Source: an optimization exercise on an open RTL-to-GDS flow (aim: small area, a short achievable clock period and few clock cycles). Production flows keep margins and buffers that such runs may drop. Function was checked by simulation only, so behaviour that the tests miss may differ from the original. Power figures rest on the tool's default switching activity, not on a simulated workload.

==> flow/design.v <==
module MCPU_Alu(in1, in2, imm, mem, tt, s_add, s_sh, s_right, s_load, s_short, out);
input [15:0] in1, in2, mem;
input [7:0] imm;
input [3:1] tt;         
input s_add, s_sh, s_right, s_load, s_short;
output [15:0] out;
function [15:0] rev16(input [15:0] x);
  integer k;
  for (k = 0; k < 16; k = k + 1) rev16[k] = x[15-k];
endfunction
wire        big = |in2[15:4];
wire [15:0] sin = s_right ? rev16(in1) : in1;
wire [15:0] sl  = sin << in2[3:0];
wire [15:0] sh  = s_right ? rev16(sl) : sl;
wire [15:0] sum = in1 + in2;
wire        s_shv = s_sh & ~big;
wire [15:0] lg = ({16{tt[3]}} &  in1 &  in2)
               | ({16{tt[2]}} &  in1 & ~in2)
               | ({16{tt[1]}} & ~in1 &  in2);
assign out = lg
           | ({16{s_add}}   & sum)
           | ({16{s_shv}}   & sh)
           | ({16{s_load}}  & mem)
           | ({16{s_short}} & {8'd0, imm});
endmodule
module MCPU_Registerfile(clk, sel1, sel2, we, rd, wd, rd1, rd2);
input clk;
input [15:0] sel1, sel2;    
input we;
input [3:0] rd;
input [15:0] wd;
output reg [15:0] rd1, rd2;
reg [255:0] R;
integer k;
always @(*) begin
  rd1 = 16'd0;
  rd2 = 16'd0;
  for (k = 0; k < 16; k = k + 1) begin
    rd1 = rd1 | ({16{sel1[k]}} & R[16*k +: 16]);
    rd2 = rd2 | ({16{sel2[k]}} & R[16*k +: 16]);
  end
end
genvar i;
generate
  for (i = 0; i < 16; i = i + 1) begin : g_reg
    always @(posedge clk)
      if (we && rd == i) R[16*i +: 16] <= wd;
  end
endgenerate
endmodule
module MCPU(clk, reset, imem_addr, imem_rdata, dmem_addr, dmem_we, dmem_wdata, dmem_rdata);
input clk;
input reset;
output [7:0]  imem_addr;
input  [15:0] imem_rdata;
output [7:0]  dmem_addr;
output        dmem_we;
output [15:0] dmem_wdata;
input  [15:0] dmem_rdata;
localparam [3:0] OP_AND = 0, OP_OR = 1, OP_XOR = 2, OP_ADD = 3, OP_LSL = 4,
                 OP_RSL = 5, OP_MOV = 6, OP_LOAD = 7, OP_STORE = 8,
                 OP_SHORT = 9, OP_BNZ = 10;
reg  [7:0] pc;
assign imem_addr = pc;
wire [3:0] f_op  = imem_rdata[15:12];
wire       f_ra  = (f_op == OP_STORE) | (f_op == OP_BNZ);
reg        d_v;        
reg [15:0] d_ins;
reg [15:0] d_sel1;     
reg [15:0] d_sel2;     
wire [3:0] d_op  = d_ins[15:12];
wire [3:0] d_a   = d_ins[11:8];
wire [7:0] d_imm = d_ins[7:0];
reg        e_wr;       
reg        e_store, e_bnz;
reg [3:0]  e_rd;
reg [15:0] e_op1, e_op2;
reg [7:0]  e_imm;
reg [3:1]  e_tt;       
reg        e_add, e_sh, e_right, e_load, e_short;
reg        w_wr;
reg [3:0]  w_rd;
reg [15:0] w_res;
wire [15:0] res;
wire [15:0] r1, r2;
MCPU_Registerfile rf(.clk(clk), .sel1(d_sel1), .sel2(d_sel2), .we(w_wr), .rd(w_rd), .wd(w_res), .rd1(r1), .rd2(r2));
MCPU_Alu alu(.in1(e_op1), .in2(e_op2), .imm(e_imm), .mem(dmem_rdata),
             .tt(e_tt), .s_add(e_add), .s_sh(e_sh),
             .s_right(e_right), .s_load(e_load), .s_short(e_short), .out(res));
assign dmem_addr  = e_imm;
assign dmem_we    = e_store;
assign dmem_wdata = e_op1;
wire mispredict = e_bnz & ~(|e_op1);       
wire smc_e  = e_store & (e_imm == pc);
wire smc_d  = d_v & (d_op == OP_STORE) & (d_imm == pc);
wire squash = mispredict | smc_e | smc_d;
wire fwd1 = e_wr & d_sel1[e_rd];
wire fwd2 = e_wr & d_sel2[e_rd];
wire fww1 = w_wr & d_sel1[w_rd];
wire fww2 = w_wr & d_sel2[w_rd];
wire [15:0] q1 = fww1 ? w_res : r1;
wire [15:0] q2 = fww2 ? w_res : r2;
wire d_live = d_v & ~mispredict;
wire       f_bnz  = (f_op == OP_BNZ);
wire [7:0] pc_seq = mispredict ? e_imm : (smc_e | smc_d) ? pc : pc + 8'd1;
always @(posedge clk or posedge reset) begin
  if (reset) begin
    pc      <= 8'd0;
    d_v     <= 1'b0;
    e_wr    <= 1'b0;
    e_store <= 1'b0;
    e_bnz   <= 1'b0;
    w_wr    <= 1'b0;
  end else begin
    pc      <= (f_bnz & ~squash) ? imem_rdata[7:0] : pc_seq;
    d_v     <= ~squash;
    e_wr    <= d_live & ((d_op <= OP_LOAD) | (d_op == OP_SHORT));
    e_store <= d_live & (d_op == OP_STORE);
    e_bnz   <= d_live & (d_op == OP_BNZ);
    w_wr    <= e_wr;
  end
end
always @(posedge clk) begin
  d_ins   <= {imem_rdata[15:8], f_bnz ? pc + 8'd1 : imem_rdata[7:0]};
  d_sel1  <= 16'd1 << (f_ra ? imem_rdata[11:8] : imem_rdata[7:4]);
  d_sel2  <= 16'd1 << imem_rdata[3:0];
  e_rd    <= d_a;
  e_op1   <= fwd1 ? res : q1;
  e_op2   <= fwd2 ? res : q2;
  w_rd    <= e_rd;
  w_res   <= res;
  e_imm   <= d_imm;
  e_tt[3] <= (d_op == OP_AND) | (d_op == OP_OR) | (d_op == OP_MOV);
  e_tt[2] <= (d_op == OP_OR) | (d_op == OP_XOR) | (d_op == OP_MOV);
  e_tt[1] <= (d_op == OP_OR) | (d_op == OP_XOR);
  e_add   <= (d_op == OP_ADD);
  e_sh    <= (d_op == OP_LSL) | (d_op == OP_RSL);
  e_right <= (d_op == OP_RSL);
  e_load  <= (d_op == OP_LOAD);
  e_short <= (d_op == OP_SHORT);
end
endmodule
==> flow/run.sh <==
#!/bin/bash
# synth_recipe.tcl (not shown) runs the flow's synth.tcl, then flattens the netlist and writes it again
# the make line also repeats each setting of config.mk as NAME=value (left out here)
make -C /OpenROAD-flow-scripts/flow DESIGN_CONFIG=/design/flow/config.mk WORK_HOME=/design/flow/orfs CLKGATE_MAP_FILE= SYNTH_SCRIPT=/design/flow/synth_recipe.tcl finish
==> flow/config.mk <==
export PLATFORM = sky130hd
export DESIGN_NAME = MCPU
export DESIGN_NICKNAME = MCPU
export VERILOG_FILES = /design/flow/design.v
export SDC_FILE = /design/flow/constraint.sdc
export NUM_CORES = 4
export LEC_CHECK = 0
export CAP_MARGIN = 20
export CORE_MARGIN = 2
export CORE_UTILIZATION = 60
export SETUP_SLACK_MARGIN = 3.0
export SLEW_MARGIN = 20
==> flow/constraint.sdc <==
create_clock -name core_clock -period 5.5 [get_ports {clk}]
set_input_delay 1.1000 -clock core_clock [delete_from_list [all_inputs] [get_ports {clk}]]
set_output_delay 1.1000 -clock core_clock [all_outputs]
set_load 0.01 [all_outputs]
==> notes.md, run 1 <==
- Tcrit/Tclk final: 45.1%
- Total negative slack: 0 ns
- HP Start: d_ins[10]$_DFF_P_
- Core Rows: 65
- Pre-CTS WS: 1.71 ns
- Pwr/cell area: 397 nW/um^2
- Register Area: 10500 sq um
- H-tree level count: 2
- Slew @ Worst Pin: 0.950 ns
- Area of the multi-input gates: 8200 sq um
- Setup CP Type: reg2reg
- GR peak layer: met2
- Pleak: 8.05 nW
- FF-to-FF setup slack: 3.02 ns
- Sequential share of the synthesized area: 55.0%
- Worst slew margin: 36.5%
- Highest clock rate: 0.403 GHz
- Status: timing/DRC/antenna clean
- Top cell type's share of synthesized area: 40.6%
- Placed instance area: 20000 sq um
- Met2 usage: 61.7%
- Mapped Area: 18900 sq um
- DRT Pass-1 Iters: 6
- FFs w/ async S/R, synth: 3.34%
- Synth Net Count: 1607
- Number of top-level pins: 67
- Die area: 33000 sq um
- Layout cells sized above 1: 21.7%
- Mean Syn Cell Area: 12.2 sq um
- Worst r2r src: e_op2[0]$_DFF_P_
- Synth area leader: edfxtp_1
- DR vias/cell: 7.49
- Core area: 31300 sq um
- Critical path cell sequence: ha_4, fa_2, a211oi_4, o211a_1, o311ai_2, a21o_1, a311oi_4, a21oi_1
- Synth Register Bits: 389
- CTS tree: built
- Worst skew pair latency: 0.55 ns
- Slowest-stage cell, CP: fa_2
- Synth-to-Final Area Change: 18.8%
- Power Total: 8.93 mW
- Mapped Cells: 1556
- Max-cap violation count: 0
- Smallest setup slack after layout: 3.02 ns
- Distinct cell type count after synthesis: 89
- Worst Hold Depth: 0
- First-pass GRT wire length: 96200 um
- Final setup violating endpoints: 0
- Routed len/inst: 32.4 um
- Endpoint class of the critical path: register
- CP required: 5.89 ns
- Reg2reg path depth: 8
- Arrival time worst endpoint: 2.88 ns
- Post-route ant nets: 0
- Post-DP HPWL: 38300 um
- Largest net degree at the start of global routing: 34
- IO Port Bufs: 66
- Top FF cell, synth: edfxtp_1
- CTS Buffer Depth: 3
- Number of buffers created by CTS: 39
- R2r endpoint: e_op2[12]$_DFF_P_
- Final instance area: 22500 sq um
- Total track usage: 40.2%
- GRT overflow: 0
- Clock sinks: 389
- Die height: 182 um
- Initial Util: 60.5%
- Initial DRC count: 2290
- Clock skew: 0.0250 ns
- Total number of vias: 15679
- HP Class: reg2reg
- Worst IR Drop VDD: 0.387 mV
- Hold path endpoint: e_rd[2]$_DFF_P_
- Initial antenna violation count: 2
- Final nets: 1710
- Clock root buffer: clkbuf_16
- Vias in the first global route: 14790
- Worst path max stage delay: 0.42 ns
- Hold Vio Cnt, Final: 0
- DRC: 0
- GR Layer Usage met1: 52.4%
- Hold buffers post-CTS: 0
- CTS clk-pin slew, worst paths: 0.06 ns
- Final WL: 67900 um
- M3 GR Usage: 11.4%
- RSZ-0062 raised after global routing: yes
- Final Max Slew Viols: 0
- Fillers: 2214
- CP Max Fanout: 7
- Post-synth EDFFs: 256
- CP Launch Type: register
- Die width: 182 um
- GP Congestion: 0.993
- Fin crit period: 2.48 ns
- Yosys warnings: 3
- Synth area leaders: edfxtp_1 (41%), dfxtp_1 (13%), a221oi_1 (5.2%)
layout make-up:
type	instances	share of cell area [%]
Sequential cell	389	46.8
Multi-Input combinational cell	1000	36.4
Timing Repair Buffer	202	8.23
Clock buffer	47	4.79
Tap cell	402	2.24
Clock inverter	25	1.07
Inverter	27	0.467
Antenna cell	1	0.0111
cell families after synthesis:
group | synth area share (%)
AND/OR/NAND/NOR | 9.54
AO/OA/AOI/OAI | 20.6
XOR/XNOR | 1.47
flip-flops | 55.0
buffers and inverters | 3.90
multiplexers | 8.30
adder cells (fa/ha/maj) | 1.16
worst max-delay path, delay by kind of cell (launching register included):
family                     cells  cell delay, ns
adders and majority gates      2            0.60
DFF                            1            0.40
AOI/OAI and AO/OA              6            1.34
through the flow:
step | util (%) | hold WS (ns) | cells
2_1_floorplan | - | 0.310 | 1556
3_3_place_gp | 63.8 | 0.316 | 1939
3_5_place_dp | 63.8 | 0.313 | 1939
4_1_cts | 70.0 | 0.332 | 2053
5_1_grt | 71.8 | 0.335 | 2092
6_report | 71.8 | 0.332 | 2093
metal layers:
layer	wire (um)	part of all wire, %
met1	24200	36
met4	4070	6.0
met3	9350	14
met5	12	0.018
met2	30300	45
cells in the mapped netlist (13+ instances only):
cell / instances
a21o_1: 17
a21oi_1: 75
a221oi_1: 112
a22o_1: 107
a22oi_1: 46
a31oi_1: 20
buf_2: 27
clkbuf_1: 95
dfrtp_1: 13
dfxtp_1: 120
edfxtp_1: 256
ha_1: 16
inv_1: 26
mux2_2: 17
mux2i_1: 57
mux4_2: 27
nand2_1: 68
nand2b_1: 24
nand3_1: 37
nand4_1: 39
nor2_1: 82
nor3_1: 32
xor2_1: 21
timing repair:
item,4_1_cts,5_1_grt
gates cloned,3,3
buffers inserted,39,36
endpoints found under the setup margin,103,59
gates resized for setup,125,43
pin swaps,9,22
sequential cells by signal, indices dropped and copies added (netlist names), 3 cells and up:
signal  count
d_ins      16
d_sel1     16
d_sel2     16
e_imm       8
e_op1      16
e_op2      16
e_rd        4
e_tt        3
pc          8
rf.R      256
w_rd        4
w_res      16
how the worst max path moves through the flow:
stage / startpoint / to / slack, ns / cells after the start
3_5_place_dp: imem_rdata[14] / pc[7]$_DFFE_PP0P_ / 1.71 / 6
6_report: e_op2[0]$_DFF_P_ / e_op2[12]$_DFF_P_ / 3.02 / 8
3_3_place_gp: imem_rdata[14] / pc[6]$_DFFE_PP0P_ / 1.77 / 6
2_1_floorplan: imem_rdata[14] / pc[4]$_DFFE_PP0P_ / 2.94 / 6
4_1_cts: e_op2[0]$_DFF_P_ / e_op2[12]$_DFF_P_ / 2.92 / 8
5_1_grt: e_op2[0]$_DFF_P_ / e_op2[12]$_DFF_P_ / 2.94 / 8
where the power goes:
group          switching, mW  total (mW)  internal, mW
sequential             0.395        3.88          3.49
clock                   1.11        2.70          1.59
combinational           1.28        2.34          1.06
total                   2.79        8.93          6.14
layout by cell type, fill, tap and decap left out, types with 9 or more instances in the layout:
master and n:
edfxtp_1 256, buf_4 119, a221oi_1 112, a22o_1 107, dfxtp_1 87, a21oi_1 71
nor2_1 70, nand2_1 67, mux2i_1 55, a22oi_1 45, clkbuf_16 43, nand4_1 39
nand3_1 37, dlygate4sd2_1 33, clkdlybuf4s50_1 31, mux4_2 27, inv_1 25, nor3_1 24
nand2b_1 24, dfxtp_4 22, xor2_1 21, a31oi_1 17, mux2_2 17, a21o_1 17
nor2_2 12, and3_1 11, a221o_1 11, dfxtp_2 11, o21ai_0 10, nor2b_1 10
xnor2_1 9, nor3b_1 9, o21a_1 9
Testbench counts, summed over its fixed seeds: cycles 31,575.
==> run 2: changes to the inputs <==
==> flow/flow/run.sh (new file) <==
#!/bin/bash
# The standard layout, with the port buffers made of plain buffers
# (buffer_ports otherwise picks a slow delay buffer for every port).
set -euo pipefail
export BUFFER_PORTS_ARGS="-buffer_cell sky130_fd_sc_hd__buf_2"
bash standard.sh > standard.log 2>&1
==> flow/standard.sh (new file) <==
#!/bin/bash
# synth_recipe.tcl (not shown) runs the flow's synth.tcl, then flattens the netlist and writes it again
# the make line also repeats each setting of config.mk as NAME=value (left out here)
make -C /OpenROAD-flow-scripts/flow DESIGN_CONFIG=/design/flow/config.mk WORK_HOME=/design/flow/orfs CLKGATE_MAP_FILE= SYNTH_SCRIPT=/design/flow/synth_recipe.tcl "${@:-finish}"
--- a/flow/config.mk
+++ b/flow/config.mk
@@ -9,4 +9,4 @@
 export CORE_MARGIN = 2
 export CORE_UTILIZATION = 60
-export SETUP_SLACK_MARGIN = 3.0
+export SETUP_SLACK_MARGIN = 3.2
 export SLEW_MARGIN = 20
removed: flow/run.sh
==> run 2 against run 1 <==
Compared with the run above:
- largest cell class unchanged
- register-to-register slack worse by 0.09 ns
- flip-flop and latch count did not move
- non-clock buffer count grew 7
- highest routed layer unchanged
- clock skew up 0.019 ns
- final area grew 1.3%
- sequential share of layout area decreased by 0.62 points
- cell count grew 0.53%
- critical path depth did not move
- die area unchanged
==> notes.md, run 2 <==
- Status: timing/DRC/antenna clean
- GRT overflow: 0 (unchanged)
- Initial antenna violation count: 3 (+1)
- Pwr/cell area: 413 nW/um^2 (+4.0%)
- CTS Buffer Depth: 3 (unchanged)
- HP Start: d_ins[10]$_DFF_P_
- Worst Hold Depth: 0 (unchanged)
- Synth Net Count: 1607 (unchanged)
- Critical path cell sequence: buf_4, buf_4, mux4_2, nor2b_1, a21oi_1, o211ai_1, a31o_2, o21a_1
- Layout cells sized above 1: 27.6% (+5.9 points)
- Tcrit/Tclk final: 46.7% (+1.6 points)
- Max reg flops: 256 (unchanged)
- Smallest setup slack after layout: 2.93 ns (-0.0856 ns)
- Hold path endpoint: e_rd[2]$_DFF_P_
- M3 GR Usage: 11.0% (-0.34 points)
- Final hold slack: 0.323 ns (-0.00802 ns)
- Worst skew pair latency: 0.55 ns (about the same)
- Yosys warnings: 3 (unchanged)
- Initial Util: 60.5% (unchanged)
- CP required: 5.94 ns (+0.05 ns)
- Pleak: 8.16 nW (+1.4%)
- Mapped Cells: 1556 (unchanged)
- Top FF cell, synth: edfxtp_1
- H-tree level count: 2 (unchanged)
- Initial DRC count: 2360 (+3.1%)
- Vias in the first global route: 15077 (+1.9%)
- Synth area leaders: edfxtp_1 (41%), dfxtp_1 (13%), a221oi_1 (5.2%)
- Post-synth EDFFs: 256 (unchanged)
- Worst slew margin: 39.7% (+3.2 points)
- Pre-CTS WS: 2.09 ns (+0.376 ns)
- Commonest non-fill, non-tap cell in the layout: edfxtp_1
- Largest net degree at the start of global routing: 31 (-8.8%)
- Die width: 182 um (unchanged)
- Met2 usage: 61.8% (+0.11 points)
- Core Rows: 65 (unchanged)
- Fin crit period: 2.57 ns (+0.0856 ns)
- Total track usage: 40.7% (+0.49 points)
- Total negative slack: 0 ns (unchanged)
- GR Layer Usage met1: 53.6% (+1.2 points)
- Setup CP Type: reg2reg
- Max-cap violation count: 0 (unchanged)
- Most frequent cells in the layout: edfxtp_1 (256), a221oi_1 (111), buf_4 (111)
- DR vias/cell: 7.58 (+1.1%)
- Clock sinks: 389 (unchanged)
- CTS tree: built
- Endpoint class of the critical path: register
- Arrival time worst endpoint: 3.01 ns (+0.13 ns)
- Slowest-stage cell, CP: mux4_2
- Highest clock rate: 0.389 GHz (-3.3%)
- GR peak layer: met2
- Final nets: 1721 (+0.64%)
- Mean Syn Cell Area: 12.2 sq um (unchanged)
- Final setup violating endpoints: 0 (unchanged)
- Final WL: 68600 um (+1.1%)
- CP Launch Type: register
- Slew @ Worst Pin: 0.902 ns (-0.0473 ns)
- CTS clk-pin slew, worst paths: 0.06 ns (about the same)
- FF-to-FF setup slack: 2.93 ns (-0.09 ns)
- Clock skew: 0.0441 ns (+0.0191 ns)
- RSZ-0062 raised after global routing: yes
- Worst path max stage delay: 0.46 ns (+0.04 ns)
- Synth Register Bits: 389 (unchanged)
- Power Total: 9.41 mW (+5.4%)
- GP Congestion: 0.987 (-0.59%)
- Count leader, synth: edfxtp_1
- Number of buffers created by CTS: 41 (+5.1%)
- Final Max Slew Viols: 0 (unchanged)
- Core area: 31300 sq um (unchanged)
- Worst r2r src: e_op1[1]$_DFF_P_
- Family with the most delay on the worst path: compound AO/OA/AOI/OAI gates
- Reg2reg path depth: 8 (unchanged)
- CP Max Fanout: 5 (-2)
- Die area: 33000 sq um (unchanged)
- First-pass GRT wire length: 98400 um (+2.3%)
- Non-filler instance count after layout: 2104 (+0.53%)
- Top cell type's share of synthesized area: 40.6% (unchanged)
- Distinct cell type count after synthesis: 89 (unchanged)
- Worst IR Drop VDD: 0.312 mV (-19%)
- Final instance area: 22800 sq um (+1.3%)
- DRT Pass-1 Iters: 9 (+3)
- Number of top-level pins: 67 (unchanged)
- Clock root buffer: clkbuf_16
- Post-DP HPWL: 38900 um (+1.6%)
- Largest register by flop count: rf.R
- Final core utilization: 72.8% (+0.92 points)
- Placed instance area: 19700 sq um (-1.5%)
- IO Port Bufs: 66 (unchanged)
- Synth area leader: edfxtp_1
- Mapped Area: 18900 sq um (unchanged)
- DRC: 0 (unchanged)
- Routed len/inst: 32.6 um (+0.54%)
- R2r endpoint: e_op1[2]$_DFF_P_
- FFs w/ async S/R, synth: 3.34% (unchanged)
- Sequential share of the synthesized area: 55.0% (unchanged)
- Top post-synthesis cells by count: edfxtp_1 (256), dfxtp_1 (120), a221oi_1 (112)
- HP Class: reg2reg
- Critical path's most frequent cell: buf_4
- Number of buffers and inverters on the critical path: 2 (+2)
- Number of cells after detailed placement: 1940 (+0.052%)
- Hold Vio Cnt, Final: 0 (unchanged)
- Post-route ant nets: 0 (unchanged)
- Total number of vias: 15942 (+1.7%)
- Die height: 182 um (unchanged)
- Synth-to-Final Area Change: 20.3%
## run 2: timing repair
item | 4_1_cts | 5_1_grt
hold buffers | 0 | 0
gates cloned | 4 | 1
buffers inserted | 46 | 38
pin swaps | 46 | 45
resized for setup | 137 | 67
setup endpoints to repair | 110 | 86
## run 2: power by group
group | switching, mW | leakage [nW] | total (mW) | internal (mW)
Clock | 1.14 | 0.693 | 2.92 | 1.78
Combinational | 1.34 | 3.97 | 2.52 | 1.18
Sequential | 0.477 | 3.49 | 3.97 | 3.49
Total | 2.96 | 8.16 | 9.41 | 6.45
## run 2: worst max path at each step
stage                           startpoint                end  slack (ns)  cells after the start
after floorplan             imem_rdata[14]  pc[4]$_DFFE_PP0P_        2.95                      6
after global placement      imem_rdata[14]  pc[6]$_DFFE_PP0P_        2.18                      6
after detailed placement    imem_rdata[14]  pc[6]$_DFFE_PP0P_        2.09                      6
after CTS                 e_op2[0]$_DFF_P_  e_op2[10]$_DFF_P_        3.01                     10
after global routing      e_op1[1]$_DFF_P_  e_op1[13]$_DFF_P_        2.87                      8
final                     e_op1[1]$_DFF_P_   e_op1[2]$_DFF_P_        2.93                      8
## run 2: worst register-to-register path, delay by kind of cell, from the launching register on
| family | cells | cell delay (ns) |
|---|---|---|
| mux | 1 | 0.46 |
| flops | 1 | 0.38 |
| compound gates | 4 | 1.16 |
| simple gates | 1 | 0.17 |
| buf+inv | 2 | 0.28 |
## run 2: cell type report
type,count,area [sq um]
clock buffer,54,1130
fill,2116,8530
antenna,1,2.50
multi-input combinational,1002,8540
inverter,27,105
clock inverter,20,298
tap,402,503
timing repair buffer,209,1690
sequential,389,10500
## run 2: cell families after synthesis
family                   after synthesis  synth area share, %
AO/OA/AOI/OAI                        492                 20.6
flip-flops                           389                 55.0
AND/OR/NAND/NOR                      350                 9.54
buffers and inverters                167                 3.90
multiplexers                         110                 8.30
XOR/XNOR                              31                 1.47
adder cells (fa/ha/maj)               17                 1.16
## run 2: metal layers
metal,vias up,routed length [um]
met5,-,13
met4,2,4510
met3,357,9370
met2,1406,30300
met1,7656,24400
li1,6521,-
==> run 3: changes to the inputs <==
--- a/flow/config.mk
+++ b/flow/config.mk
@@ -6,7 +6,8 @@
 export NUM_CORES = 4
 export LEC_CHECK = 0
+export ABC_AREA = 1
 export CAP_MARGIN = 20
 export CORE_MARGIN = 2
 export CORE_UTILIZATION = 60
-export SETUP_SLACK_MARGIN = 3.2
+export SETUP_SLACK_MARGIN = 3.0
 export SLEW_MARGIN = 20
==> run 3 against run 2 <==
Compared with the run above:
- total power decreased by 13%
- non-clock buffer count down 96
- utilization down 5.5 points
- clock power shrank 5%
- hold slack better by 0.0056 ns
- sequential power down 2%
- worst setup slack better by 0.058 ns
- clock-buffer cell count increased by 2
- critical endpoint is now dmem_wdata[8]
- largest power group unchanged
==> notes.md, run 3 <==
- CTS Buffer Depth: 3 (unchanged)
- Final Max Slew Viols: 0 (unchanged)
- Slew @ Worst Pin: 0.981 ns (+0.0784 ns)
- Die area: 33000 sq um (about the same)
- Hold Vio Cnt, Final: 0 (unchanged)
- Commonest non-fill, non-tap cell in the layout: nand2_1
- PostCTS Resize Cnt: 6 (-96%)
- Largest net degree at the start of global routing: 39 (+26%)
- CP Max Fanout: 7 (+2)
- Worst path max stage delay: 0.63 ns (+0.17 ns)
- Die width: 182 um (about the same)
- CTS clk-pin slew, worst paths: 0.06 ns (about the same)
- Yosys warnings: 3 (unchanged)
- Post-DP HPWL: 42000 um (+8.1%)
- Clock root buffer: clkbuf_16
- CP Launch Type: register
- Total number of vias: 17545 (+10%)
- Top FF cell, synth: edfxtp_1
- Total track usage: 40.3% (-0.36 points)
- Synth Register Bits: 389 (unchanged)
- Post-synth EDFFs: 256 (unchanged)
- Endpoint class of the critical path: output pin
- Total negative slack: 0 ns (unchanged)
- Number of top-level pins: 67 (unchanged)
- Max-cap violation count: 0 (unchanged)
- IO Port Bufs: 66 (unchanged)
- CTS tree: built
- GP Congestion: 1.03 (+4.6%)
- Routed len/inst: 25.2 um (-23%)
- Post-route ant nets: 0 (unchanged)
- Status: timing/DRC/antenna clean
- Initial DRC count: 2829 (+20%)
- Setup CP Type: reg2out
- Mapped Area: 18900 sq um (about the same)
- FFs w/ async S/R, synth: 3.34% (unchanged)
- Core Rows: 65 (unchanged)
- Final WL: 67200 um (-2.0%)
- Met2 usage: 58.6% (-3.2 points)
- Mapped Cells: 2192 (+41%)
- Fin crit period: 2.51 ns (-0.0575 ns)
- DRC: 0 (unchanged)
- Tcrit/Tclk final: 45.7% (-1.0 points)
- GRT overflow: 0 (unchanged)
- Count leader, synth: nand2_1
- GR peak layer: met2
- CP required: 4.40 ns (-1.54 ns)
- Initial antenna violation count: 0 (-3)
- Final nets: 2291 (+33%)
- Layout cells sized above 1: 10.7% (-17 points)
- DRT Pass-1 Iters: 8 (-1)
- Die height: 182 um (about the same)
- Clock sinks: 389 (unchanged)
- Core area: 31300 sq um (unchanged)
- Worst skew pair latency: 0.56 ns (about the same)
- Max reg flops: 256 (unchanged)
- First-pass GRT wire length: 98400 um (about the same)
- Smallest setup slack after layout: 2.99 ns (+0.0575 ns)
- Mean Syn Cell Area: 8.63 sq um (-29%)
- HP Class: reg2reg
- Top post-synthesis cells by count: nand2_1 (703), nand3_1 (280), edfxtp_1 (256)
- Top cell type's share of synthesized area: 40.6% (about the same)
- Number of diodes: 0 (-1)
- Synth Net Count: 2243 (+40%)
- Synth area leader: edfxtp_1
- Synth-to-Final Area Change: 11.2%
- Pwr/cell area: 386 nW/um^2 (-6.4%)
- RSZ-0062 raised after global routing: no
- Hold buffers post-CTS: 0 (unchanged)
- Number of buffers and inverters on the critical path: 1 (-1)
- Pleak: 8.50 nW (+4.2%)
- Most frequent cells in the layout: nand2_1 (703), nand3_1 (278), edfxtp_1 (256)
- GR Layer Usage met1: 54.5% (+0.95 points)
- Largest register by flop count: rf.R
- M3 GR Usage: 12.5% (+1.4 points)
- Post-CTS setup buffer count: 0 (-100%)
- Distinct cell type count after synthesis: 49 (-45%)
- H-tree level count: 2 (unchanged)
- Worst slew margin: 34.5% (-5.2 points)
- Sequential share of the synthesized area: 55.0% (about the same)
- Initial Util: 60.4% (about the same)
- Number of buffers created by CTS: 40 (-2.4%)
- Synth area leaders: edfxtp_1 (41%), nand2_1 (14%), dfxtp_1 (13%)
- Arrival time worst endpoint: 1.41 ns (-1.60 ns)
- Pre-CTS WS: 2.81 ns (+0.727 ns)
- Slowest-stage cell, CP: dfxtp_1
- DR vias/cell: 6.57 (-13%)
- Family with the most delay on the worst path: flip-flops
- Worst IR Drop VDD: 0.338 mV (+8.4%)
- Final setup violating endpoints: 0 (unchanged)
- Vias in the first global route: 16119 (+6.9%)
- Clock skew: 0.0170 ns (-0.0271 ns)
- Highest clock rate: 0.398 GHz (+2.3%)
- Critical path cell sequence: buf_2
==> run 3: cell count changes in the layout (fill, tap and decap cells not counted), sizes merged, moves of 75 or more <==
cell,before,now
a22o,107,24
nand3,37,284
a221oi,113,38
nand2,68,717
inv,28,151
buf,207,113
==> run 3: logic make-up (layout without fill, tap and decap cells) <==
kind of cell,Yosys count,after routing,share of synthesized area [%]
xor+xnor,15,15,0.694
fa+ha+maj,17,17,1.16
compound gates,254,254,8.59
buf+inv,262,340,5.65
flops,389,389,55.0
simple gates,1255,1255,28.9
==> run 3: power breakdown <==
part,switching [mW],leakage (nW),internal (mW)
sequential,0.456,3.51,3.43
clock,1.14,0.655,1.62
combinational,0.976,4.34,0.517
==> run 3: through the flow <==
stage          instance area (sq um)  total power, mW  std cells  utilization, %  hold WS, ns
3_5_place_dp                   19700             5.35       2599            62.8        0.317
3_3_place_gp                   19700             5.33       2599            62.8        0.315
5_1_grt                        21100             8.42       2672            67.2        0.345
6_report                       21100             8.14       2672            67.2        0.329
4_1_cts                        21000             8.05       2671            67.1        0.332
2_1_floorplan                  18900             4.76       2192               -        0.310
==> run 3: final timing paths <==
check / from / end / slack (ns) / cells past startpoint
max: e_op1[8]$_DFF_P_ / dmem_wdata[8] / 2.99 / 1
min reg2reg: d_ins[10]$_DFF_P_ / e_rd[2]$_DFF_P_ / 0.33 / 0
max in group asynchronous: reset / pc[1]$_DFFE_PP0P_ / 4.52 / 2
max reg2reg: e_op2[5]$_DFF_P_ / e_op2[10]$_DFF_P_ / 3.14 / 9
min in group asynchronous: reset / w_wr$_DFF_PP0_ / 0.60 / 2
min: d_ins[10]$_DFF_P_ / e_rd[2]$_DFF_P_ / 0.33 / 0
==> run 3: area by class of cell <==
type | instances | area [sq um]
clock inverter | 16 | 164
timing repair buffer | 113 | 687
fill | 2540 | 10300
inverter | 155 | 586
tap | 402 | 503
multi-input combinational | 1541 | 7510
clock buffer | 56 | 1170
sequential | 389 | 10400
==> run 3: metal layers <==
metal / part of all wire [%] / routed length (um) / up-vias
li1: - / - / 7666
met1: 37 / 24700 / 8113
met2: 42 / 28300 / 1440
met3: 15 / 10100 / 326
met4: 6.1 / 4100 / 0
met5: 0 / 0 / -
==> run 4: changes to the inputs <==
--- a/flow/config.mk
+++ b/flow/config.mk
@@ -6,5 +6,4 @@
 export NUM_CORES = 4
 export LEC_CHECK = 0
-export ABC_AREA = 1
 export CAP_MARGIN = 20
 export CORE_MARGIN = 2
==> run 4 against run 3 <==
Compared with the run above:
- still clean
- critical path depth rose by 8
- routed wire length fell by 1.9%
- synthesized cell count down 29%
- utilization rose by 1.8 points
- clock skew grew 0.023 ns
- largest cell class unchanged
- largest power group unchanged
==> notes.md, run 4 <==
- CP Launch Type: register
- Synth area leader: edfxtp_1
- Count leader, synth: edfxtp_1
- Total number of vias: 15369 (-12%)
- Hold buffers post-CTS: 0 (unchanged)
- Max reg flops: 256 (unchanged)
- H-tree level count: 2 (unchanged)
- Initial DRC count: 2547 (-10%)
- Post-synth EDFFs: 256 (unchanged)
- Top FF cell, synth: edfxtp_1
- Setup CP Type: reg2reg
- Post-DP HPWL: 38700 um (-7.9%)
- Largest net degree at the start of global routing: 34 (-13%)
- Largest register by flop count: rf.R
- GR Layer Usage met1: 53.7% (-0.79 points)
- Final core utilization: 69.1% (+1.8 points)
- Commonest non-fill, non-tap cell in the layout: edfxtp_1
- Yosys warnings: 3 (unchanged)
- DRC: 0 (unchanged)
- Pwr/cell area: 406 nW/um^2 (+5.0%)
- Routed len/inst: 32.4 um (+29%)
- Initial antenna violation count: 1 (+1)
- Final setup violating endpoints: 0 (unchanged)
- Hold Vio Cnt, Final: 0 (unchanged)
- Synth Register Bits: 389 (unchanged)
- Tcrit/Tclk final: 45.6% (about the same)
- Met2 usage: 60.0% (+1.3 points)
- Initial Util: 60.5% (about the same)
- Max-cap violation count: 0 (unchanged)
- Total track usage: 39.1% (-1.2 points)
- Mapped Cells: 1556 (-29%)
- Synth Net Count: 1607 (-28%)
- FFs w/ async S/R, synth: 3.34% (unchanged)
- Worst IR Drop VDD: 0.329 mV (-2.7%)
- Mapped Area: 18900 sq um (about the same)
- Worst slew margin: 46.8% (+12 points)
- CTS clk-pin slew, worst paths: 0.06 ns (about the same)
- Post-route ant nets: 0 (unchanged)
- Highest clock rate: 0.398 GHz (about the same)
- Synth area leaders: edfxtp_1 (41%), dfxtp_1 (13%), a221oi_1 (5.2%)
- Worst skew pair latency: 0.56 ns (about the same)
- M3 GR Usage: 9.97% (-2.5 points)
- Vias in the first global route: 14285 (-11%)
- RSZ-0062 raised after global routing: yes
- Number of buffers created by CTS: 40 (unchanged)
- Power Total: 8.78 mW (+7.9%)
- Number of diodes: 0 (unchanged)
- IO Port Bufs: 66 (unchanged)
- Top cell type's share of synthesized area: 40.6% (about the same)
- Critical path startpoint: e_op2[2]$_DFF_P_
- HP Class: reg2reg
- HP Start: d_ins[10]$_DFF_P_
- Clock sinks: 389 (unchanged)
- DRT Pass-1 Iters: 7 (-1)
- Distinct cell type count after synthesis: 89 (+82%)
- Layout cells sized above 1: 21.6% (+11 points)
- Synth-to-Final Area Change: 14.2%
- Slew @ Worst Pin: 0.797 ns (-0.184 ns)
- GP Congestion: 0.948 (-8.2%)
- Most frequent cells in the layout: edfxtp_1 (256), a221oi_1 (112), a22o_1 (107)
- Clock root buffer: clkbuf_16
- Die height: 182 um (about the same)
- Final nets: 1655 (-28%)
- Total negative slack: 0 ns (unchanged)
- Status: timing/DRC/antenna clean
- Clock skew: 0.0399 ns (+0.0229 ns)
- Endpoint class of the critical path: register
- CP Max Fanout: 5 (-2)
- Pre-CTS WS: 2.08 ns (-0.732 ns)
- Core area: 31300 sq um (unchanged)
- GR peak layer: met2
- Die area: 33000 sq um (about the same)
- Final hold slack: 0.328 ns (-0.000820 ns)
- Pleak: 7.69 nW (-9.6%)
- Final WL: 66000 um (-1.9%)
- Mean Syn Cell Area: 12.2 sq um (+41%)
- GRT overflow: 0 (unchanged)
- Die width: 182 um (about the same)
- Top post-synthesis cells by count: edfxtp_1 (256), dfxtp_1 (120), a221oi_1 (112)
- Final Max Slew Viols: 0 (unchanged)
- DR vias/cell: 7.54 (+15%)
- Core Rows: 65 (unchanged)
- Arrival time worst endpoint: 2.96 ns (+1.55 ns)
- Worst r2r src: e_op2[2]$_DFF_P_
- CTS Buffer Depth: 3 (unchanged)
- Fin crit period: 2.51 ns (-0.000550 ns)
- Sequential share of the synthesized area: 55.0% (about the same)
- First-pass GRT wire length: 94500 um (-3.9%)
- CP required: 5.95 ns (+1.55 ns)
- Number of top-level pins: 67 (unchanged)
- CTS tree: built
- Smallest setup slack after layout: 2.99 ns (+0.000550 ns)
[run 4: cell type report]
class,instances,area (sq um)
clock buffers,53,1110
clock inverters,21,275
fillers,2309,9680
inverters,27,105
multi-input cells,1000,8060
flip-flops and latches,389,10500
well taps,402,503
repair buffers,146,1100
[run 4: critical path, stage by stage, from the launching register on]
cell and delay (ns):
dfxtp_4 0.37, buf_12 0.14, ha_4 0.23, and3_1 0.17, a221o_1 0.42, a221oi_4 0.33, o211ai_1 0.23, buf_4 0.20
a211o_1 0.25, nand4_1 0.08
[run 4: where the power goes]
| group | switching, mW | internal, mW | leakage [nW] |
|---|---|---|---|
| clock network | 1.15 | 1.67 | 0.660 |
| logic | 1.07 | 0.876 | 3.53 |
| registers | 0.535 | 3.48 | 3.50 |
[run 4: final timing paths]
check	endpoint	slack [ns]	cells past startpoint
min in group asynchronous	w_wr$_DFF_PP0_	0.60	2
setup / recovery	e_op1[13]$_DFF_P_	2.99	9
hold reg to reg	e_rd[2]$_DFF_P_	0.33	0
hold / removal	e_rd[2]$_DFF_P_	0.33	0
setup reg to reg	e_op1[13]$_DFF_P_	2.99	9
max in group asynchronous	pc[6]$_DFFE_PP0P_	4.54	2
[run 4: layer usage]
layer / vias to the layer above / routed length [um]
li1: 6377 / -
met1: 7462 / 24500
met2: 1309 / 29400
met3: 221 / 9260
met4: 0 / 2830
met5: - / 0
[run 4: metrics by stage]
step	cells	instance area, sq um
finish	2038	21600
global route	2038	21600
CTS	2018	21300
detailed placement	1935	19600
global placement	1935	19600
floorplan	1556	19000
[run 4: cells by family after synthesis]
logic type	share of synthesized area (%)
xor gates and xnor gates	1.47
muxes	8.30
buffers and inverters	3.90
adders and majority gates	1.16
and+or+nand+nor	9.54
DFF	55.0
AOI/OAI and AO/OA	20.6
[run 4: timing repair]
item | 4_1_cts | 5_1_grt
gates cloned | 1 | 3
hold endpoints to repair | 0 | 0
buffers inserted | 8 | 17
pin swaps | 7 | 14
resized for setup | 52 | 30
setup endpoints to repair | 66 | 39
==> run 5: changes to the inputs <==
--- a/flow/config.mk
+++ b/flow/config.mk
@@ -9,4 +9,6 @@
 export CORE_MARGIN = 2
 export CORE_UTILIZATION = 60
+export CTS_CLUSTER_DIAMETER = 100
+export CTS_CLUSTER_SIZE = 30
 export SETUP_SLACK_MARGIN = 3.0
 export SLEW_MARGIN = 20
==> run 5 against run 4 <==
Compared with the run above:
- die area is the same
- fmax is 1.8% higher
- non-clock buffer count is 1 higher
- clock power down 47%
- highest routed layer is now met5
- first-iteration DRC count decreased by 8.8%
- global-route usage decreased by 0.76 points
- area after synthesis stayed put
- largest power group unchanged
- worst setup slack better by 0.045 ns
- synthesized cell count unchanged
- sequential share of layout area increased by 2.2 points
- critical path type unchanged
- register-to-register slack better by 0.04 ns
==> notes.md, run 5 <==
- Core Rows: 65 (unchanged)
- Worst slew margin: 43.1% (-3.7 points)
- Pleak: 7.27 nW (-5.5%)
- Power Total: 7.43 mW (-15%)
- H-tree level count: 1 (-1)
- Fillers: 2419 (+4.8%)
- Count leader, synth: edfxtp_1
- Mapped Cells: 1556 (unchanged)
- Sequential share of the synthesized area: 55.0% (unchanged)
- HP Class: reg2reg
- Clock skew: 0.0530 ns (+0.0131 ns)
- Most frequent cells in the layout: edfxtp_1 (256), a221oi_1 (112), a22o_1 (107)
- Number of cells after detailed placement: 1935 (unchanged)
- CTS clk-pin slew, worst paths: 0.11 ns (+0.05 ns)
- CP Launch Type: register
- Status: timing/DRC/antenna clean
- Vias in the first global route: 13972 (-2.2%)
- Synth Register Bits: 389 (unchanged)
- Total number of vias: 15236 (-0.87%)
- Mean Syn Cell Area: 12.2 sq um (unchanged)
- Initial Util: 60.5% (unchanged)
- Clk pwr share: 20.2% (-12 points)
- FFs w/ async S/R, synth: 3.34% (unchanged)
- FF-to-FF setup slack: 3.03 ns (+0.04 ns)
- Switch share: 33.5% (+2.2 points)
- Total track usage: 38.4% (-0.76 points)
- Number of buffers created by CTS: 17 (-57%)
- DRT Pass-1 Iters: 7 (unchanged)
- Largest register by flop count: rf.R
- Synth area leaders: edfxtp_1 (41%), dfxtp_1 (13%), a221oi_1 (5.2%)
- Post-DP HPWL: 38700 um (unchanged)
- Worst skew pair latency: 0.55 ns (about the same)
- Number of diodes: 0 (unchanged)
- Max reg flops: 256 (unchanged)
- Fin crit period: 2.47 ns (-0.0450 ns)
- Pwr/cell area: 358 nW/um^2 (-12%)
- Synth area leader: edfxtp_1
- Initial antenna violation count: 3 (+2)
- Total negative slack: 0 ns (unchanged)
- Setup CP Type: reg2reg
- Final Max Slew Viols: 0 (unchanged)
- Initial DRC count: 2324 (-8.8%)
- Highest clock rate: 0.406 GHz (+1.8%)
- Largest net degree at the start of global routing: 34 (unchanged)
- Top FF cell, synth: edfxtp_1
- Worst IR Drop VDD: 0.368 mV (+12%)
- Die height: 182 um (unchanged)
- Commonest non-fill, non-tap cell in the layout: edfxtp_1
- CTS tree: built
- RSZ-0062 raised after global routing: yes
- Final setup violating endpoints: 0 (unchanged)
- CTS Buffer Depth: 3 (unchanged)
- Sequential power share: 53.9% (+8.2 points)
- Clock root buffer: clkbuf_16
- GRT overflow: 0 (unchanged)
- Slew @ Worst Pin: 0.853 ns (+0.0557 ns)
- IO Port Bufs: 66 (unchanged)
- GP Congestion: 0.948 (unchanged)
- Final instance area: 20700 sq um (-4.2%)
- Top post-synthesis cells by count: edfxtp_1 (256), dfxtp_1 (120), a221oi_1 (112)
- Core area: 31300 sq um (unchanged)
- Clock sinks: 389 (unchanged)
- Non-filler instance count after layout: 1992 (-2.3%)
- Smallest setup slack after layout: 3.03 ns (+0.0450 ns)
- Top cell type's share of synthesized area: 40.6% (unchanged)
- Number of top-level pins: 67 (unchanged)
- Layout cells sized above 1: 19.7% (-2.0 points)
- Die area: 33000 sq um (unchanged)
- Final nets: 1633 (-1.3%)
- Worst path max stage delay: 0.63 ns (+0.21 ns)
- Hold Vio Cnt, Final: 0 (unchanged)
- Yosys warnings: 3 (unchanged)
- Slowest-stage cell, CP: nor3_1
- Critical path cell sequence: buf_6, mux2_2, a2bb2oi_1, a31oi_2, nor3_1, o21ai_0, nand4_1
- Pre-CTS WS: 2.08 ns (unchanged)
- Mapped Area: 18900 sq um (unchanged)
- P_sw: 2.49 mW (-9.6%)
- First-pass GRT wire length: 92800 um (-1.8%)
- DR vias/cell: 7.65 (+1.4%)
- DRC: 0 (unchanged)
- Endpoint class of the critical path: register
- Distinct cell type count after synthesis: 89 (unchanged)
- Max-cap violation count: 0 (unchanged)
- Tcrit/Tclk final: 44.8% (-0.82 points)
- Die width: 182 um (unchanged)
- Internal power: 4.94 mW (-18%)
- CP required: 5.99 ns (+0.04 ns)
- Comb pwr share: 25.9% (+3.8 points)
- Routed len/inst: 32.6 um (+0.65%)
- Post-synth EDFFs: 256 (unchanged)
- Synth-to-Final Area Change: 9.37%
- Post-route ant nets: 0 (unchanged)
- Arrival time worst endpoint: 2.96 ns (about the same)
- CP Max Fanout: 32 (+27)
- Placed instance area: 19600 sq um (unchanged)
- Final WL: 64900 um (-1.6%)
- Synth Net Count: 1607 (unchanged)
-- run 5: cell type report --
type,count,area (sq um),share of cell area (%)
Clock buffer,23,448,2.16
Clock inverter,4,46.3,0.223
Multi-Input combinational cell,1000,8030,38.7
Timing Repair Buffer,147,1110,5.36
Sequential cell,389,10500,50.6
Tap cell,402,503,2.43
Inverter,27,101,0.489
-- run 5: path summary, 6_finish.rpt --
| kind | depth (start not counted) | startpoint | endpoint |
|---|---|---|---|
| min in group asynchronous | 2 | reset | pc[6]$_DFFE_PP0P_ |
| worst max register to register | 7 | e_op2[1]$_DFF_P_ | e_op2[13]$_DFF_P_ |
| max in group asynchronous | 2 | reset | e_store$_DFF_PP0_ |
| worst min-delay path | 0 | d_ins[10]$_DFF_P_ | e_rd[2]$_DFF_P_ |
| worst min register to register | 0 | d_ins[10]$_DFF_P_ | e_rd[2]$_DFF_P_ |
| worst max-delay path | 7 | e_op2[1]$_DFF_P_ | e_op2[13]$_DFF_P_ |
-- run 5: through the flow --
stage | hold WS, ns | utilization [%]
after global routing | 0.345 | 66.2
after floorplan | 0.310 | -
final | 0.339 | 66.2
after CTS | 0.343 | 65.0
after global placement | 0.314 | 62.6
after detailed placement | 0.317 | 62.7
-- run 5: cells by family (layout without fill, tap and decap cells) --
family,after synthesis,after routing,synth area share (%)
and+or+nand+nor,350,350,9.54
muxes,110,110,8.30
buffers and inverters,167,201,3.90
AOI/OAI and AO/OA,492,492,20.6
xor gates and xnor gates,31,31,1.47
DFF,389,389,55.0
adders and majority gates,17,17,1.16
-- run 5: timing repair --
| action | CTS | global route |
|---|---|---|
| endpoints found under the setup margin | 77 | 40 |
| resized for setup | 53 | 30 |
| hold buffers | 0 | 0 |
| pin swaps | 9 | 13 |
| cloned | 1 | 3 |
| endpoints found under the hold margin | 0 | 0 |
| setup buffers | 7 | 19 |
-- run 5: power groups by stage --
stage               logic, mW  clock network, mW  registers, mW
detailed placement       1.69                  0           4.02
floorplan                1.35                  0           3.75
global placement         1.67                  0           4.01
CTS                      1.78               1.51           3.97
global route             2.06               1.61           4.02
finish                   1.92               1.50           4.00
-- run 5: critical path: cells and delay by family, from the launching register on --
kind / cells / cell delay, ns
multiplexers: 1 / 0.21
AO/OA/AOI/OAI: 3 / 0.65
flip-flops: 1 / 0.50
AND/OR/NAND/NOR: 2 / 0.76
buffers and inverters: 1 / 0.31
-- run 5: routing by layer --
layer  wire [um]  track usage [%]
met2       28600             59.5
met3        8610             9.07
met4        3220             14.6
met1       24400             52.9
met5          21                0
==> run 6: changes to the inputs <==
--- a/flow/config.mk
+++ b/flow/config.mk
@@ -6,4 +6,5 @@
 export NUM_CORES = 4
 export LEC_CHECK = 0
+export ABC_AREA = 1
 export CAP_MARGIN = 20
 export CORE_MARGIN = 2
==> run 6 against run 5 <==
Compared with the run above:
- final area is 2.3% lower
- first-iteration DRC count is 15% higher
- worst setup slack worse by 0.038 ns
- die area hardly changed
- largest cell class unchanged
- flip-flop and latch count stayed put
- largest power group unchanged
- synthesized cell count is 41% higher
- area after synthesis hardly changed
- global-route usage is 1.0 points higher
- still clean
- clock skew is 0.026 ns lower
==> notes.md, run 6 <==
- Status: timing/DRC/antenna clean
- FF-to-FF setup slack: 3.16 ns (+0.13 ns)
- Final core utilization: 64.6% (-1.6 points)
- Synth Net Count: 2243 (+40%)
- Die height: 182 um (about the same)
- Worst slew margin: 32.7% (-10 points)
- Distinct cell type count after synthesis: 49 (-45%)
- Layout cells sized above 1: 9.20% (-10 points)
- Initial DRC count: 2668 (+15%)
- GRT overflow: 0 (unchanged)
- FFs w/ async S/R, synth: 3.34% (unchanged)
- Max reg flops: 256 (unchanged)
- HP Class: reg2reg
- Die area: 33000 sq um (about the same)
- Final setup violating endpoints: 0 (unchanged)
- Pleak: 8.09 nW (+11%)
- Core area: 31300 sq um (unchanged)
- Commonest non-fill, non-tap cell in the layout: nand2_1
- Setup CP Type: reg2out
- Max-cap violation count: 0 (unchanged)
- Synth Register Bits: 389 (unchanged)
- Mapped Cells: 2192 (+41%)
- Synth area leader: edfxtp_1
- GR peak layer: met2
- DRC: 0 (unchanged)
- Post-CTS setup buffer count: 0 (-7)
- Clock skew: 0.0268 ns (-0.0261 ns)
- Number of cells after detailed placement: 2599 (+34%)
- Arrival time worst endpoint: 1.40 ns (-1.56 ns)
- Endpoint class of the critical path: output pin
- Synth area leaders: edfxtp_1 (41%), nand2_1 (14%), dfxtp_1 (13%)
- Hold Vio Cnt, Final: 0 (unchanged)
- Initial Util: 60.4% (about the same)
- Final Max Slew Viols: 0 (unchanged)
- CTS clk-pin slew, worst paths: 0.11 ns (about the same)
- CTS tree: built
- Total negative slack: 0 ns (unchanged)
- Worst skew pair latency: 0.55 ns (about the same)
- Clock sinks: 389 (unchanged)
- CP required: 4.40 ns (-1.59 ns)
- Routed len/inst: 25.1 um (-23%)
- Pwr/cell area: 340 nW/um^2 (-5.0%)
- Number of buffers created by CTS: 17 (unchanged)
- Mean Syn Cell Area: 8.63 sq um (-29%)
- Die width: 182 um (about the same)
- Clock root buffer: clkbuf_16
- Synth-to-Final Area Change: 6.89%
- Non-filler instance count after layout: 2630 (+32%)
- Final WL: 66000 um (+1.7%)
- Top FF cell, synth: edfxtp_1
- Vias in the first global route: 15780 (+13%)
- Worst path max stage delay: 0.65 ns (+0.02 ns)
- Core Rows: 65 (unchanged)
- IO Port Bufs: 66 (unchanged)
- Sequential share of the synthesized area: 55.0% (about the same)
- Mapped Area: 18900 sq um (about the same)
- Number of buffers and inverters on the critical path: 1 (unchanged)
- RSZ-0062 raised after global routing: no
- Number of diodes: 0 (unchanged)
- Post-DP HPWL: 42000 um (+8.6%)
- Slowest-stage cell, CP: dfxtp_1
- Yosys warnings: 3 (unchanged)
- First-pass GRT wire length: 96300 um (+3.8%)
- Top post-synthesis cells by count: nand2_1 (703), nand3_1 (280), edfxtp_1 (256)
- Highest clock rate: 0.399 GHz (-1.5%)
- Count leader, synth: nand2_1
- Met2 usage: 57.8% (-1.6 points)
- Largest net degree at the start of global routing: 39 (+15%)
- GR Layer Usage met1: 53.9% (+1.0 points)
- Final instance area: 20200 sq um (-2.3%)
- Slew @ Worst Pin: 1.01 ns (+0.154 ns)
- Largest register by flop count: rf.R
- Total track usage: 39.4% (+1.0 points)
- Top cell type's share of synthesized area: 40.6% (about the same)
- Fin crit period: 2.50 ns (+0.0382 ns)
- Worst IR Drop VDD: 0.264 mV (-28%)
- Power Total: 6.89 mW (-7.3%)
- DR vias/cell: 6.54 (-14%)
- Number of top-level pins: 67 (unchanged)
- Total number of vias: 17202 (+13%)
- Post-synth EDFFs: 256 (unchanged)
- H-tree level count: 1 (unchanged)
- DRT Pass-1 Iters: 7 (unchanged)
- Family with the most delay on the worst path: flip-flops
- Critical path cell sequence: buf_2
- M3 GR Usage: 11.0% (+2.0 points)
- Hold buffers post-CTS: 0 (unchanged)
- Most frequent cells in the layout: nand2_1 (703), nand3_1 (277), edfxtp_1 (256)
- Placed instance area: 19700 sq um (+0.24%)
- CP Max Fanout: 7 (-78%)
- Final nets: 2268 (+39%)
- Initial antenna violation count: 1 (-2)
- CTS Buffer Depth: 3 (unchanged)
- CP Launch Type: register
- Tcrit/Tclk final: 45.5% (+0.69 points)
- GP Congestion: 1.03 (+8.9%)
- Post-route ant nets: 0 (unchanged)
==> run 6: cell types whose count changed after synthesis, moves of 24 or more <==
cell,before,now
nor2_1,82,127
o21ai_0,11,66
mux2i_1,57,0
a22o_1,107,24
nand4_1,39,73
a221oi_1,112,38
nand3_1,37,280
mux4_2,27,0
inv_1,26,145
nand2_1,68,703
clkbuf_1,95,66
a22oi_1,46,16
nand2b_1,24,0
==> run 6: report_power, final <==
group	switching, mW	internal [mW]
clock	0.908	0.608
sequential	0.457	3.42
combinational	0.976	0.517
total	2.34	4.55
==> run 6: final timing paths <==
kind | from | endpoint | depth (start not counted)
worst max-delay path | e_op1[8]$_DFF_P_ | dmem_wdata[8] | 1
worst min-delay path | d_ins[8]$_DFF_P_ | e_rd[0]$_DFF_P_ | 0
worst max register to register | e_op1[2]$_DFF_P_ | e_op1[5]$_DFF_P_ | 9
worst min register to register | d_ins[8]$_DFF_P_ | e_rd[0]$_DFF_P_ | 0
max in group asynchronous | reset | e_wr$_DFF_PP0_ | 2
min in group asynchronous | reset | pc[4]$_DFFE_PP0P_ | 2
==> run 6: cell type report <==
class	count	area, sq um
fill	2625	11100
sequential	389	10400
multi-input combinational	1541	7510
timing repair buffer	113	687
inverter	155	586
tap	402	503
clock buffer	26	459
clock inverter	4	43.8
==> run 6: metal layers <==
layer | up-vias | share of wire [%] | wire [um]
li1 | 7585 | - | -
met1 | 8016 | 37 | 24700
met2 | 1308 | 42 | 27700
met3 | 291 | 14 | 9540
met4 | 2 | 6.1 | 4000
met5 | - | 0.014 | 9
==> run 6: cells by family (layout without fill, tap and decap cells) <==
family,after synthesis,in the layout,synth area share [%]
adders and majority gates,17,17,1.16
and+or+nand+nor,1255,1255,28.9
DFF,389,389,55.0
buffers and inverters,262,298,5.65
xor gates and xnor gates,15,15,0.694
AOI/OAI and AO/OA,254,254,8.59
==> run 6: stage by stage <==
stage	setup slack [ns]	hold slack (ns)
floorplan	3.22	0.310
global placement	2.79	0.315
detailed placement	2.81	0.317
CTS	3.02	0.337
global route	3.00	0.340
finish	3.00	0.337
==> run 6: what timing repair did <==
item / 4_1_cts / 5_1_grt
gates resized for setup: 10 / 17
cloned: 0 / 0
endpoints found under the setup margin: 41 / 40
==> run 7: changes to the inputs <==
--- a/flow/config.mk
+++ b/flow/config.mk
@@ -6,10 +6,9 @@
 export NUM_CORES = 4
 export LEC_CHECK = 0
-export ABC_AREA = 1
 export CAP_MARGIN = 20
 export CORE_MARGIN = 2
 export CORE_UTILIZATION = 60
-export CTS_CLUSTER_DIAMETER = 100
-export CTS_CLUSTER_SIZE = 30
+export CTS_CLUSTER_DIAMETER = 90
+export CTS_CLUSTER_SIZE = 24
 export SETUP_SLACK_MARGIN = 3.0
 export SLEW_MARGIN = 20
==> run 7 against run 6 <==
Compared with the run above:
- utilization is 1.9 points higher
- register-to-register slack got worse by 0.15 ns
- global-route usage shrank 0.89 points
- largest power group unchanged
- synthesized cell count is 29% lower
- fmax increased by 0.51%
- critical endpoint is now e_op2[12]$_DFF_P_
- cell count is 24% lower
- combinational power rose by about 30%
==> notes.md, run 7 <==
- Levels on crit path: 8 (+7)
- Max reg flops: 256 (unchanged)
- Tcrit/Tclk final: 45.3% (-0.23 points)
- Total negative slack: 0 ns (unchanged)
- Post-DP HPWL: 38700 um (-7.9%)
- Most frequent cells in the layout: edfxtp_1 (256), a221oi_1 (112), a22o_1 (107)
- Synth area leaders: edfxtp_1 (41%), dfxtp_1 (13%), a221oi_1 (5.2%)
- Distinct cell type count after synthesis: 89 (+82%)
- Final nets: 1636 (-28%)
- CP required: 5.90 ns (+1.50 ns)
- Family with the most delay on the worst path: compound AO/OA/AOI/OAI gates
- Slowest-stage cell, CP: a311oi_4
- Clock root buffer: clkbuf_16
- Die area: 33000 sq um (about the same)
- Worst Hold Depth: 0 (unchanged)
- Worst path max stage delay: 0.41 ns (-0.24 ns)
- Initial Util: 60.5% (about the same)
- Synth-to-Final Area Change: 10.0%
- H-tree level count: 1 (unchanged)
- Initial DRC count: 2276 (-15%)
- Mapped Area: 18900 sq um (about the same)
- Number of buffers and inverters on the critical path: 0 (-1)
- Critical path cell sequence: ha_4, fa_2, a211oi_2, o211a_1, o311ai_2, a21o_1, a311oi_4, a21oi_2
- Reg2reg path depth: 8 (-1)
- Die height: 182 um (about the same)
- Number of top-level pins: 67 (unchanged)
- Routed len/inst: 32.5 um (+29%)
- Endpoint class of the critical path: register
- CTS clk-pin slew, worst paths: 0.10 ns (about the same)
- Commonest non-fill, non-tap cell in the layout: edfxtp_1
- Status: timing/DRC/antenna clean
- Final Max Slew Viols: 0 (unchanged)
- Total track usage: 38.5% (-0.89 points)
- Slew @ Worst Pin: 0.831 ns (-0.175 ns)
- CTS tree: built
- Power Total: 7.57 mW (+10%)
- Count leader, synth: edfxtp_1
- Largest family of logic cells by synthesized area: compound AO/OA/AOI/OAI gates
- GRT overflow: 0 (unchanged)
- Synth Register Bits: 389 (unchanged)
- Max-cap violation count: 0 (unchanged)
- Top cell type's share of synthesized area: 40.6% (about the same)
- Placed instance area: 19600 sq um (-0.24%)
- Clock sinks: 389 (unchanged)
- DRC: 0 (unchanged)
- Simple-gate area share of the yosys netlist: 9.54% (-19 points)
- Pre-CTS WS: 2.08 ns (-0.732 ns)
- Final WL: 65000 um (-1.5%)
- Xor and xnor area share after synthesis: 1.47% (+0.78 points)
- Smallest setup slack after layout: 3.01 ns (+0.0128 ns)
- Highest clock rate: 0.401 GHz (+0.51%)
- Worst skew pair latency: 0.56 ns (about the same)
- Proportion of synthesized area in mux cells: 8.30% (+8.3 points)
- Fin crit period: 2.49 ns (-0.0128 ns)
- Yosys warnings: 3 (unchanged)
- Sequential share of the synthesized area: 55.0% (about the same)
- Final setup violating endpoints: 0 (unchanged)
- Largest register by flop count: rf.R
- Number of buffers created by CTS: 20 (+3)
- Vias in the first global route: 14079 (-11%)
- Top FF cell, synth: edfxtp_1
- Non-filler instance count after layout: 2002 (-24%)
- Worst slew margin: 44.5% (+12 points)
- DRT Pass-1 Iters: 8 (+1)
- CP Max Fanout: 8 (+1)
- Top post-synthesis cells by count: edfxtp_1 (256), dfxtp_1 (120), a221oi_1 (112)
- Compound-cell area share of the yosys netlist: 20.6% (+12 points)
- GP Congestion: 0.948 (-8.2%)
- IO Port Bufs: 66 (unchanged)
- DR vias/cell: 7.59 (+16%)
- Initial antenna violation count: 2 (+1)
- Hold buffers post-CTS: 0 (unchanged)
- Final instance area: 20800 sq um (+3.0%)
- Arrival time worst endpoint: 2.89 ns (+1.49 ns)
- Number of cells after detailed placement: 1935 (-26%)
- Core Rows: 65 (unchanged)
- Total number of vias: 15189 (-12%)
- Post-Synth Adder-Cell Area: 1.16% (about the same)
- First-pass GRT wire length: 93300 um (-3.2%)
- Synth area leader: edfxtp_1
- Synth Net Count: 1607 (-28%)
- Pwr/cell area: 363 nW/um^2 (+6.8%)
- Mean Syn Cell Area: 12.2 sq um (+41%)
- Largest net degree at the start of global routing: 34 (-13%)
- Layout cells sized above 1: 19.8% (+11 points)
- Setup CP Type: reg2reg
- Mapped Cells: 1556 (-29%)
- Die width: 182 um (about the same)
- Hold Vio Cnt, Final: 0 (unchanged)
- Worst IR Drop VDD: 0.284 mV (+7.7%)
- RSZ-0062 raised after global routing: yes
- Post-route ant nets: 0 (unchanged)
- Final hold slack: 0.327 ns (-0.00982 ns)
- CP Launch Type: register
- CTS Buffer Depth: 3 (unchanged)
- Core area: 31300 sq um (unchanged)
- Final core utilization: 66.6% (+1.9 points)
- FFs w/ async S/R, synth: 3.34% (unchanged)
- Post-synth EDFFs: 256 (unchanged)
- Pleak: 7.31 nW (-9.7%)
- HP Class: reg2reg
- Clock skew: 0.0609 ns (+0.0341 ns)
run 7: cell count changes after synthesis, moves of 27 or more:
cell | previous run | this run
a221oi_1 | 38 | 112
a22o_1 | 24 | 107
a22oi_1 | 16 | 46
clkbuf_1 | 66 | 95
inv_1 | 145 | 26
mux2i_1 | 0 | 57
mux4_2 | 0 | 27
nand2_1 | 703 | 68
nand3_1 | 280 | 37
nand4_1 | 73 | 39
nor2_1 | 127 | 82
o21ai_0 | 66 | 11
run 7: cell type report:
| cell class | instances | area (sq um) |
|---|---|---|
| clock inverters | 2 | 36.3 |
| fillers | 2400 | 10500 |
| well taps | 402 | 503 |
| diodes | 1 | 2.50 |
| flip-flops and latches | 389 | 10500 |
| clock buffers | 34 | 553 |
| multi-input cells | 1000 | 8060 |
| inverters | 27 | 101 |
| repair buffers | 147 | 1100 |
run 7: cells by family after synthesis:
logic type | after synthesis
DFF | 389
buffers and inverters | 167
muxes | 110
and+or+nand+nor | 350
xor gates and xnor gates | 31
AOI/OAI and AO/OA | 492
adders and majority gates | 17
run 7: metal layers:
layer | global-route usage [%] | wire length (um) | vias to the layer above
met5 | 0 | 12 | -
met4 | 15.0 | 2950 | 2
met3 | 9.33 | 8760 | 211
met2 | 59.6 | 28900 | 1253
met1 | 52.8 | 24400 | 7405
li1 | - | - | 6318
run 7: repair_timing:
action	CTS	global route
resized for setup	52	36
setup endpoints to repair	77	40
gates cloned	1	3
buffers inserted	9	17
pin swaps	6	14
run 7: path summary, 6_finish.rpt:
kind,start,end,slack [ns]
setup / recovery,e_op1[0]$_DFF_P_,e_op2[12]$_DFF_P_,3.01
hold / removal,d_ins[10]$_DFF_P_,e_rd[2]$_DFF_P_,0.33
setup reg to reg,e_op1[0]$_DFF_P_,e_op2[12]$_DFF_P_,3.01
hold reg to reg,d_ins[10]$_DFF_P_,e_rd[2]$_DFF_P_,0.33
max in group asynchronous,reset,d_v$_DFF_PP0_,4.58
min in group asynchronous,reset,e_store$_DFF_PP0_,0.56
run 7: report_power, final:
part,leakage [nW],total (mW),switching (mW),internal (mW)
Sequential,3.50,4.00,0.528,3.47
Clock,0.280,1.64,0.928,0.708
Combinational,3.53,1.94,1.07,0.872
==> run 8: changes to the inputs <==
--- a/flow/config.mk
+++ b/flow/config.mk
@@ -6,4 +6,5 @@
 export NUM_CORES = 4
 export LEC_CHECK = 0
+export ABC_AREA = 1
 export CAP_MARGIN = 20
 export CORE_MARGIN = 2
==> run 8 against run 7 <==
Compared with the run above:
- still clean
- hold slack improved by 0.0066 ns
- clock skew down 0.015 ns
- area after synthesis is essentially flat
- critical path depth is 7 lower
- critical path type is now reg2out
- critical endpoint is now dmem_wdata[12]
- largest power group unchanged
==> notes.md, run 8 <==
- FFs w/ async S/R, synth: 3.34% (unchanged)
- Die area: 33000 sq um (about the same)
- Hold path endpoint: e_rd[0]$_DFF_P_
- FF-to-FF setup slack: 3.13 ns (+0.12 ns)
- Post-DP HPWL: 42000 um (+8.6%)
- Post-synth EDFFs: 256 (unchanged)
- Initial Util: 60.4% (about the same)
- Pleak: 8.13 nW (+11%)
- Largest register by flop count: rf.R
- DRT Pass-1 Iters: 7 (-1)
- Number of diodes: 0 (-1)
- Number of buffers created by CTS: 20 (unchanged)
- HP Start: d_ins[8]$_DFF_P_
- Total negative slack: 0 ns (unchanged)
- Largest net degree at the start of global routing: 39 (+15%)
- Worst IR Drop VDD: 0.361 mV (+27%)
- Vias in the first global route: 15816 (+12%)
- Die width: 182 um (about the same)
- Endpoint class of the critical path: output pin
- Tcrit/Tclk final: 45.1% (-0.16 points)
- Clock root buffer: clkbuf_16
- Fillers: 2610 (+8.8%)
- Setup CP Type: reg2out
- Pwr/cell area: 346 nW/um^2 (-4.9%)
- Final setup violating endpoints: 0 (unchanged)
- Die height: 182 um (about the same)
- Synth area leader: edfxtp_1
- Critical path cell sequence: buf_2
- CP required: 4.40 ns (-1.50 ns)
- H-tree level count: 1 (unchanged)
- Final nets: 2271 (+39%)
- Yosys warnings: 3 (unchanged)
- Total number of vias: 17272 (+14%)
- Switch share: 33.9% (+0.58 points)
- R2r endpoint: rf.R[91]$_DFFE_PP_
- Worst Hold Depth: 0 (unchanged)
- GP Congestion: 1.03 (+8.9%)
- Max-cap violation count: 0 (unchanged)
- Status: timing/DRC/antenna clean
- CTS Buffer Depth: 3 (unchanged)
- Synth Register Bits: 389 (unchanged)
- IO Port Bufs: 66 (unchanged)
- Initial antenna violation count: 0 (-2)
- Core Rows: 65 (unchanged)
- Sequential share of the synthesized area: 55.0% (about the same)
- Clk pwr share: 23.6% (+2.0 points)
- Number of buffers and inverters on the critical path: 1 (+1)
- CTS tree: built
- Distinct cell type count after synthesis: 49 (-45%)
- Initial DRC count: 2829 (+24%)
- Mapped Cells: 2192 (+41%)
- Commonest non-fill, non-tap cell in the layout: nand2_1
- Number of cells after detailed placement: 2599 (+34%)
- Final WL: 66200 um (+1.8%)
- Slowest-stage cell, CP: dfxtp_1
- Top FF cell, synth: edfxtp_1
- Core area: 31300 sq um (unchanged)
- Number of top-level pins: 67 (unchanged)
- Sequential power share: 55.2% (+2.4 points)
- Routed len/inst: 25.1 um (-23%)
- Mean Syn Cell Area: 8.63 sq um (-29%)
- RSZ-0062 raised after global routing: no
- First-pass GRT wire length: 97100 um (+4.1%)
- Arrival time worst endpoint: 1.38 ns (-1.51 ns)
- Family with the most delay on the worst path: flip-flops
- Mapped Area: 18900 sq um (about the same)
- Worst skew pair latency: 0.58 ns (+0.02 ns)
- Slew @ Worst Pin: 0.990 ns (+0.159 ns)
- Internal power: 4.64 mW (-8.1%)
- Final Max Slew Viols: 0 (unchanged)
- Max reg flops: 256 (unchanged)
==> run 8: layer usage <==
layer	share of wire (%)	GRT usage, %	up-vias
met5	0	0	-
met4	6.3	20.4	0
met3	15	10.6	298
met2	42	57.5	1394
met1	37	55.1	7991
li1	-	-	7589
==> run 8: area by class of cell <==
class                   instances  area [sq um]  share of cell area [%]
inverters                     155           586                    2.88
well taps                     402           503                    2.48
clock buffers                  33           549                    2.70
multi-input cells            1541          7510                    37.0
clock inverters                 3          38.8                   0.191
repair buffers                113           687                    3.38
flip-flops and latches        389         10400                    51.4
==> run 8: cell families (layout without fill, tap and decap cells) <==
kind of cell | Yosys count | after routing | share of synthesized area, %
DFF | 389 | 389 | 55.0
buffers and inverters | 262 | 304 | 5.65
xor gates and xnor gates | 15 | 15 | 0.694
adders and majority gates | 17 | 17 | 1.16
AOI/OAI and AO/OA | 254 | 254 | 8.59
and+or+nand+nor | 1255 | 1255 | 28.9
==> run 8: through the flow <==
stage	util (%)	power [mW]	hold slack (ns)	worst slack, ns	area [sq um]
after floorplan	-	4.76	0.310	3.22	18900
after global placement	62.8	5.33	0.315	2.79	19700
after detailed placement	62.8	5.35	0.317	2.81	19700
after CTS	64.7	6.94	0.334	3.00	20300
after global routing	64.9	7.30	0.337	3.00	20300
final	64.9	7.02	0.334	3.02	20300
==> run 8: worst max-delay path by stage <==
stage / start / to / slack, ns / cells past startpoint
global route: e_rd[0]$_DFF_P_ / e_op2[11]$_DFF_P_ / 3.00 / 10
finish: e_op1[12]$_DFF_P_ / dmem_wdata[12] / 3.02 / 1
detailed placement: e_op2[2]$_DFF_P_ / e_op2[7]$_DFF_P_ / 2.81 / 11
global placement: e_op2[2]$_DFF_P_ / e_op2[7]$_DFF_P_ / 2.79 / 11
floorplan: imem_rdata[12] / pc[0]$_DFFE_PP0P_ / 3.22 / 7
CTS: e_op1[11]$_DFF_P_ / dmem_wdata[11] / 3.00 / 1
==> run 8: repair_timing <==
action / CTS / global route
setup endpoints to repair: 40 / 44
hold buffers: 0 / 0
gates resized for setup: 11 / 16
buffers inserted: 0 / 0
cloned: 0 / 0
==> run 8: power by group through the flow <==
stage	sequential (mW)	clock [mW]	combinational, mW
after floorplan	3.70	0	1.05
after global routing	3.89	1.76	1.65
after CTS	3.84	1.65	1.45
final	3.88	1.66	1.49
after global placement	3.90	0	1.43
after detailed placement	3.91	0	1.44

Setup slack of run 8, layout unchanged: 3.018 ns with ideal ports, 2.963 ns with driving cells assumed (clock clkbuf_16, inputs buf_2), 2.855 ns with port delays also shifted by the 0.609 ns mid clock arrival.
